This design comes from an exercise in tuning for small area and few clock cycles on the open sky130 flow, not from production work. In this exercise RTL edits were held to simulation tests only and were not proved equivalent to the original. Power figures rest on the tool's default switching activity, not on a simulated workload.

==> 06-05: inputs <==
==> flow/design.v <==
`timescale 1ns / 1ps
module powlib_ipram_top(clk,rst,wraddr,wrdata,wrvld,wrrdy,rdaddr,rddata,rdvld,rdrdy);
  input  wire             clk;
  input  wire             rst;
  input  wire [31:0]      wraddr;
  input  wire [36:0]      wrdata;
  input  wire             wrvld;
  output wire             wrrdy;
  output wire [31:0]      rdaddr;
  output wire [36:0]      rddata;
  output wire             rdvld;
  input  wire             rdrdy;
  reg  [31:0] mem [0:63];
  reg  [31:0] h_addr, s_addr;
  reg  [5:0]  h_idx,  s_idx;
  reg         h_vld,  s_vld;
  wire [5:0]  idx   = wraddr[7:2];
  wire        op_rd = wrdata[36];
  wire [3:0]  be    = wrdata[35:32];
  wire h_pop  = h_vld && rdrdy;
  wire blk    = (h_vld && !rdrdy && h_idx==idx) || (s_vld && s_idx==idx);
  assign wrrdy = op_rd ? (!s_vld || rdrdy) : !blk;
  wire wr     = wrvld && !op_rd && !blk && !rst;
  wire rd     = wrvld && op_rd && (!s_vld || rdrdy) && !rst;
  integer k;
  always @(posedge clk) begin
    for (k=0; k<4; k=k+1)
      if (wr && be[k]) mem[idx][k*8+:8] <= wrdata[k*8+:8];
  end
  wire h_load = !h_vld || rdrdy;
  always @(posedge clk) begin
    if (h_load) begin
      h_addr <= s_vld ? s_addr : wrdata[31:0];
      h_idx  <= s_vld ? s_idx  : idx;
    end
  end
  wire s_load = h_vld && (s_vld == rdrdy);
  always @(posedge clk) begin
    if (s_load) begin
      s_addr <= wrdata[31:0];
      s_idx  <= idx;
    end
  end
  always @(posedge clk) begin
    if (rst) begin
      h_vld <= 1'b0;
      s_vld <= 1'b0;
    end else begin
      if (h_load) h_vld <= s_vld || rd;
      if (h_load) s_vld <= s_vld && rd;
      else        s_vld <= s_vld || rd;
    end
  end
  assign rdaddr = h_addr;
  wire [63:0] h_sel;
  wire [31:0] h_word;
  genvar gi, gb;
  for (gi=0; gi<64; gi=gi+1) begin : g_sel
    assign h_sel[gi] = (h_idx == gi);
  end
  for (gb=0; gb<32; gb=gb+1) begin : g_bit
    wire [21:0] grp_n;
    wire [5:0]  any;
    wire [1:0]  none;
    for (gi=0; gi<21; gi=gi+1) begin : g_grp
      ram_aoi222 aoi_inst (
        .a1(h_sel[3*gi]),  .a2(mem[3*gi][gb]),
        .b1(h_sel[3*gi+1]),.b2(mem[3*gi+1][gb]),
        .c1(h_sel[3*gi+2]),.c2(mem[3*gi+2][gb]),
        .y(grp_n[gi]));
    end
    ram_nand2 last_inst (.a(h_sel[63]),.b(mem[63][gb]),.y(grp_n[21]));
    for (gi=0; gi<5; gi=gi+1) begin : g_n4
      ram_nand4 n4_inst (.a(grp_n[4*gi]),.b(grp_n[4*gi+1]),.c(grp_n[4*gi+2]),.d(grp_n[4*gi+3]),.y(any[gi]));
    end
    ram_nand2 n2_inst (.a(grp_n[20]),.b(grp_n[21]),.y(any[5]));
    ram_nor3 r0_inst (.a(any[0]),.b(any[1]),.c(any[2]),.y(none[0]));
    ram_nor3 r1_inst (.a(any[3]),.b(any[4]),.c(any[5]),.y(none[1]));
    ram_nand2 o_inst (.a(none[0]),.b(none[1]),.y(h_word[gb]));
  end
  assign rddata = {5'b01111, h_word};
  assign rdvld  = h_vld;
endmodule
module ram_aoi222(a1,a2,b1,b2,c1,c2,y);
  input  wire a1, a2, b1, b2, c1, c2;
  output wire y;
  assign y = !((a1 && a2) || (b1 && b2) || (c1 && c2));
endmodule
module ram_nand4(a,b,c,d,y);
  input  wire a, b, c, d;
  output wire y;
  assign y = !(a && b && c && d);
endmodule
module ram_nand2(a,b,y);
  input  wire a, b;
  output wire y;
  assign y = !(a && b);
endmodule
module ram_nor3(a,b,c,y);
  input  wire a, b, c;
  output wire y;
  assign y = !(a || b || c);
endmodule
==> flow/run.sh <==
#!/bin/bash
# synth_recipe.tcl (not shown) runs the flow's synth.tcl, then flattens the netlist and writes it again
# the make line also repeats each setting of config.mk as NAME=value (left out here)
make -C /OpenROAD-flow-scripts/flow DESIGN_CONFIG=/design/flow/config.mk WORK_HOME=/design/flow/orfs CLKGATE_MAP_FILE= SYNTH_SCRIPT=/design/flow/synth_recipe.tcl finish
==> flow/config.mk <==
export PLATFORM = sky130hd
export DESIGN_NAME = powlib_ipram_top
export DESIGN_NICKNAME = powlib_ipram_top
export VERILOG_FILES = /design/flow/design.v
export SDC_FILE = /design/flow/constraint.sdc
export NUM_CORES = 4
export LEC_CHECK = 0
export CAP_MARGIN = 20
export CORE_MARGIN = 2
export CORE_UTILIZATION = 40
export SLEW_MARGIN = 20
export SYNTH_HIERARCHICAL = 1
==> flow/constraint.sdc <==
create_clock -name core_clock -period 4.0 [get_ports {clk}]
set_input_delay 0.8000 -clock core_clock [delete_from_list [all_inputs] [get_ports {clk}]]
set_output_delay 0.8000 -clock core_clock [all_outputs]
set_load 0.01 [all_outputs]
==> inputs of 03-22, as changes to 06-05 <==
==> flow/design.v, changed modules only <==
module powlib_ipram_top(clk,rst,wraddr,wrdata,wrvld,wrrdy,rdaddr,rddata,rdvld,rdrdy);
  input  wire             clk;
  input  wire             rst;
  input  wire [31:0]      wraddr;
  input  wire [36:0]      wrdata;
  input  wire             wrvld;
  output wire             wrrdy;
  output wire [31:0]      rdaddr;
  output wire [36:0]      rddata;
  output wire             rdvld;
  input  wire             rdrdy;
  reg  [31:0] mem [0:63];
  reg  [31:0] h_addr, h_data, s_addr;
  reg  [5:0]  s_idx;
  reg         h_vld,  s_vld;
  wire [5:0]  idx   = wraddr[7:2];
  wire        op_rd = wrdata[36];
  wire [3:0]  be    = wrdata[35:32];
  wire h_load = !h_vld || rdrdy;
  wire blk    = s_vld && !rdrdy && (s_idx == idx);
  assign wrrdy = op_rd ? (!s_vld || rdrdy) : !blk;
  wire wr     = wrvld && !op_rd && !blk && !rst;
  wire rd     = wrvld && op_rd && (!s_vld || rdrdy) && !rst;
  wire [255:0] we;
  ram_wrdec wrdec_inst (.idx(idx),.wr(wr),.be(be),.we(we));
  integer w, k;
  always @(posedge clk) begin
    for (w=0; w<64; w=w+1)
      for (k=0; k<4; k=k+1)
        if (we[4*w+k]) mem[w][k*8+:8] <= wrdata[k*8+:8];
  end
  wire [5:0]  r_idx = s_vld ? s_idx : idx;
  wire [31:0] r_word;
  ram_rdmux rdmux_inst (
    .idx(r_idx),
    .words({mem[63],mem[62],mem[61],mem[60],mem[59],mem[58],mem[57],mem[56],
            mem[55],mem[54],mem[53],mem[52],mem[51],mem[50],mem[49],mem[48],
            mem[47],mem[46],mem[45],mem[44],mem[43],mem[42],mem[41],mem[40],
            mem[39],mem[38],mem[37],mem[36],mem[35],mem[34],mem[33],mem[32],
            mem[31],mem[30],mem[29],mem[28],mem[27],mem[26],mem[25],mem[24],
            mem[23],mem[22],mem[21],mem[20],mem[19],mem[18],mem[17],mem[16],
            mem[15],mem[14],mem[13],mem[12],mem[11],mem[10],mem[9], mem[8],
            mem[7], mem[6], mem[5], mem[4], mem[3], mem[2], mem[1], mem[0]}),
    .word(r_word));
  always @(posedge clk) begin
    if (h_load) begin
      h_addr <= s_vld ? s_addr : wrdata[31:0];
      h_data <= r_word;
    end
  end
  wire s_load = h_vld && (s_vld == rdrdy);
  always @(posedge clk) begin
    if (s_load) begin
      s_addr <= wrdata[31:0];
      s_idx  <= idx;
    end
  end
  always @(posedge clk) begin
    if (rst) begin
      h_vld <= 1'b0;
      s_vld <= 1'b0;
    end else begin
      if (h_load) h_vld <= s_vld || rd;
      if (h_load) s_vld <= s_vld && rd;
      else        s_vld <= s_vld || rd;
    end
  end
  assign rdaddr = h_addr;
  assign rddata = {5'b01111, h_data};
  assign rdvld  = h_vld;
endmodule
module ram_rdmux(idx,words,word);
  input  wire [5:0]    idx;
  input  wire [2047:0] words;
  output wire [31:0]   word;
  wire [63:0] sel;
  genvar gi, gb;
  for (gi=0; gi<64; gi=gi+1) begin : g_sel
    assign sel[gi] = (idx == gi);
  end
  for (gb=0; gb<32; gb=gb+1) begin : g_bit
    wire [21:0] grp_n;
    wire [5:0]  any;
    wire [2:0]  none;
    for (gi=0; gi<21; gi=gi+1) begin : g_grp
      ram_aoi222 aoi_inst (
        .a1(sel[3*gi]),  .a2(words[(3*gi)*32+gb]),
        .b1(sel[3*gi+1]),.b2(words[(3*gi+1)*32+gb]),
        .c1(sel[3*gi+2]),.c2(words[(3*gi+2)*32+gb]),
        .y(grp_n[gi]));
    end
    ram_nand2 last_inst (.a(sel[63]),.b(words[63*32+gb]),.y(grp_n[21]));
    for (gi=0; gi<5; gi=gi+1) begin : g_n4
      ram_nand4 n4_inst (.a(grp_n[4*gi]),.b(grp_n[4*gi+1]),.c(grp_n[4*gi+2]),.d(grp_n[4*gi+3]),.y(any[gi]));
    end
    ram_nand2 n2_inst (.a(grp_n[20]),.b(grp_n[21]),.y(any[5]));
    for (gi=0; gi<3; gi=gi+1) begin : g_r2
      ram_nor2 r2_inst (.a(any[2*gi]),.b(any[2*gi+1]),.y(none[gi]));
    end
    ram_nand3 o_inst (.a(none[0]),.b(none[1]),.c(none[2]),.y(word[gb]));
  end
endmodule
module ram_wrdec(idx,wr,be,we);
  input  wire [5:0]   idx;
  input  wire         wr;
  input  wire [3:0]   be;
  output wire [255:0] we;
  wire [7:0]  lo_n;    
  wire [7:0]  hi;      
  wire [31:0] hb_n;    
  genvar gh, gl, gk;
  for (gl=0; gl<8; gl=gl+1) begin : g_lo
    assign lo_n[gl] = !(idx[2:0] == gl);
  end
  for (gh=0; gh<8; gh=gh+1) begin : g_hi
    assign hi[gh] = wr && (idx[5:3] == gh);
    for (gk=0; gk<4; gk=gk+1) begin : g_hb
      ram_nand2 hb_inst (.a(hi[gh]),.b(be[gk]),.y(hb_n[4*gh+gk]));
      for (gl=0; gl<8; gl=gl+1) begin : g_we
        ram_nor2 we_inst (.a(hb_n[4*gh+gk]),.b(lo_n[gl]),.y(we[4*(8*gh+gl)+gk]));
      end
    end
  end
endmodule
module ram_nand3(a,b,c,y);
  input  wire a, b, c;
  output wire y;
  assign y = !(a && b && c);
endmodule
module ram_nor2(a,b,y);
  input  wire a, b;
  output wire y;
  assign y = !(a || b);
endmodule
// module ram_nor3 removed
- CORE_UTILIZATION: 40 -> 65
- CTS_CLUSTER_DIAMETER: default -> 60
- CTS_CLUSTER_SIZE: default -> 40
==> inputs of 04-27, as changes to 06-05 <==
==> flow/design.v, changed modules only <==
module powlib_ipram_top(clk,rst,wraddr,wrdata,wrvld,wrrdy,rdaddr,rddata,rdvld,rdrdy);
  input  wire             clk;
  input  wire             rst;
  input  wire [31:0]      wraddr;
  input  wire [36:0]      wrdata;
  input  wire             wrvld;
  output wire             wrrdy;
  output wire [31:0]      rdaddr;
  output wire [36:0]      rddata;
  output wire             rdvld;
  input  wire             rdrdy;
  reg  [31:0] mem [0:63];
  reg  [31:0] h_addr, h_data, s_addr;
  reg  [5:0]  s_idx;
  reg         h_vld,  s_vld;
  wire [5:0]  idx   = wraddr[7:2];
  wire        op_rd = wrdata[36];
  wire [3:0]  be    = wrdata[35:32];
  wire h_load = !h_vld || rdrdy;
  wire blk    = s_vld && !rdrdy && (s_idx == idx);
  assign wrrdy = op_rd ? (!s_vld || rdrdy) : !blk;
  wire wr     = wrvld && !op_rd && !blk && !rst;
  wire rd     = wrvld && op_rd && (!s_vld || rdrdy) && !rst;
  wire [255:0] we;
  ram_wrdec wrdec_inst (.idx(idx),.wr(wr),.be(be),.we(we));
  integer w, k;
  always @(posedge clk) begin
    for (w=0; w<64; w=w+1)
      for (k=0; k<4; k=k+1)
        if (we[4*w+k]) mem[w][k*8+:8] <= wrdata[k*8+:8];
  end
  wire [5:0]  r_idx = s_vld ? s_idx : idx;
  wire [31:0] r_word;
  ram_rdmux rdmux_inst (
    .idx(r_idx),
    .words({mem[63],mem[62],mem[61],mem[60],mem[59],mem[58],mem[57],mem[56],
            mem[55],mem[54],mem[53],mem[52],mem[51],mem[50],mem[49],mem[48],
            mem[47],mem[46],mem[45],mem[44],mem[43],mem[42],mem[41],mem[40],
            mem[39],mem[38],mem[37],mem[36],mem[35],mem[34],mem[33],mem[32],
            mem[31],mem[30],mem[29],mem[28],mem[27],mem[26],mem[25],mem[24],
            mem[23],mem[22],mem[21],mem[20],mem[19],mem[18],mem[17],mem[16],
            mem[15],mem[14],mem[13],mem[12],mem[11],mem[10],mem[9], mem[8],
            mem[7], mem[6], mem[5], mem[4], mem[3], mem[2], mem[1], mem[0]}),
    .word(r_word));
  always @(posedge clk) begin
    if (h_load) begin
      h_addr <= s_vld ? s_addr : wrdata[31:0];
      h_data <= r_word;
    end
  end
  wire s_load = h_vld && (s_vld == rdrdy);
  always @(posedge clk) begin
    if (s_load) begin
      s_addr <= wrdata[31:0];
      s_idx  <= idx;
    end
  end
  always @(posedge clk) begin
    if (rst) begin
      h_vld <= 1'b0;
      s_vld <= 1'b0;
    end else begin
      if (h_load) h_vld <= s_vld || rd;
      if (h_load) s_vld <= s_vld && rd;
      else        s_vld <= s_vld || rd;
    end
  end
  assign rdaddr = h_addr;
  assign rddata = {5'b01111, h_data};
  assign rdvld  = h_vld;
endmodule
module ram_rdmux(idx,words,word);
  input  wire [5:0]    idx;
  input  wire [2047:0] words;
  output wire [31:0]   word;
  wire [63:0] sel;
  genvar gi, gb;
  for (gi=0; gi<64; gi=gi+1) begin : g_sel
    assign sel[gi] = (idx == gi);
  end
  for (gb=0; gb<32; gb=gb+1) begin : g_bit
    wire [21:0] grp_n;
    wire [5:0]  any;
    wire [2:0]  none;
    for (gi=0; gi<21; gi=gi+1) begin : g_grp
      ram_aoi222 aoi_inst (
        .a1(sel[3*gi]),  .a2(words[(3*gi)*32+gb]),
        .b1(sel[3*gi+1]),.b2(words[(3*gi+1)*32+gb]),
        .c1(sel[3*gi+2]),.c2(words[(3*gi+2)*32+gb]),
        .y(grp_n[gi]));
    end
    ram_nand2 last_inst (.a(sel[63]),.b(words[63*32+gb]),.y(grp_n[21]));
    for (gi=0; gi<5; gi=gi+1) begin : g_n4
      ram_nand4 n4_inst (.a(grp_n[4*gi]),.b(grp_n[4*gi+1]),.c(grp_n[4*gi+2]),.d(grp_n[4*gi+3]),.y(any[gi]));
    end
    ram_nand2 n2_inst (.a(grp_n[20]),.b(grp_n[21]),.y(any[5]));
    for (gi=0; gi<3; gi=gi+1) begin : g_r2
      ram_nor2 r2_inst (.a(any[2*gi]),.b(any[2*gi+1]),.y(none[gi]));
    end
    ram_nand3 o_inst (.a(none[0]),.b(none[1]),.c(none[2]),.y(word[gb]));
  end
endmodule
module ram_wrdec(idx,wr,be,we);
  input  wire [5:0]   idx;
  input  wire         wr;
  input  wire [3:0]   be;
  output wire [255:0] we;
  wire [7:0]  lo_n;    
  wire [7:0]  hi;      
  wire [31:0] hb_n;    
  genvar gh, gl, gk;
  for (gl=0; gl<8; gl=gl+1) begin : g_lo
    assign lo_n[gl] = !(idx[2:0] == gl);
  end
  for (gh=0; gh<8; gh=gh+1) begin : g_hi
    assign hi[gh] = wr && (idx[5:3] == gh);
    for (gk=0; gk<4; gk=gk+1) begin : g_hb
      ram_nand2 hb_inst (.a(hi[gh]),.b(be[gk]),.y(hb_n[4*gh+gk]));
      for (gl=0; gl<8; gl=gl+1) begin : g_we
        ram_nor2 we_inst (.a(hb_n[4*gh+gk]),.b(lo_n[gl]),.y(we[4*(8*gh+gl)+gk]));
      end
    end
  end
endmodule
module ram_nand3(a,b,c,y);
  input  wire a, b, c;
  output wire y;
  assign y = !(a && b && c);
endmodule
module ram_nor2(a,b,y);
  input  wire a, b;
  output wire y;
  assign y = !(a || b);
endmodule
// module ram_nor3 removed
- CORE_UTILIZATION: 40 -> 65
- CTS_CLUSTER_DIAMETER: default -> 150
- CTS_CLUSTER_SIZE: default -> 30
==> impl_metrics.csv <==
group,metric,value,unit
sta,finalWorstSetupSlack,-0.486,ns
outcome,status,"complete, but fails checks",
worst_hold_path,holdPathEnd,"s_addr[2]",
critical_path,path_depth,11,
final_layout,final_area,95500,um2
power,pwr-share-seq,0.537,
outcome,so_faults,"setup timing",
sta,finalSetupViolCount,32,
That was 06-05.
==> impl_metrics.csv <==
group,metric,value,unit
power,pwr-share-seq,0.680,
power,swShare,0.202,
final_layout,final_util,0.736,
outcome,status,"no timing/DRC/antenna violations",
sta,worst_slew_pin_slew,1.19,ns
sta,finalWorstSetupSlack,0.277,ns
final_layout,final_area,84400,um2
critical_path,path_depth,10,
That was 04-27.
==> impl_metrics.csv <==
group,metric,value,unit
outcome,status,"no timing/DRC/antenna violations",
final_layout,final_area,87000,um2
critical_path,path_depth,10,
worst_hold_path,holdPathEnd,"h_addr[2]",
power,pwr-share-seq,0.594,
sta,finalSetupViolCount,0,
sta,finalWorstSetupSlack,0.305,ns
That was 03-22.
Testbench counts of 06-05, summed over its fixed seeds: cycles 8,060.
Testbench counts of 03-22, summed over its fixed seeds: cycles 8,048.
Testbench counts of 04-27, summed over its fixed seeds: cycles 8,048.

[port drivers added, routing unchanged]
In the flow no input, the clock included, has a driving cell. The finished layouts below were timed again as built, in two steps.
Step 1: set_driving_cell puts a clkbuf_16 on clk and a buf_2 on each other input, an assumption about the parent block.
Step 2 times the ports against the registers' clock, not the clock port: input delays grow and output delays shrink by t, the midpoint of the rising clock arrivals with the driver on.
Slacks: no drivers / after step 1 / after step 2; pairs: no drivers / after step 1.
| run | t, ns | setup WS [ns] | worst slew at a driven data input, ns |
|---|---|---|---|
| 06-05 | 0.929 | -0.486 / -0.570 / 0.006 | 0.15 |
| 03-22 | 0.835 | 0.305 / 0.305 / -0.329 | 0.08 |
| 04-27 | 0.776 | 0.277 / 0.277 / -0.340 | 0.08 |
With both steps, setup timing fails in 03-22 and 04-27, where it was met with ideal ports. The setup slack of 03-22, which loses most, moves by 0.000 ns with the drivers and by -0.634 ns with both steps.
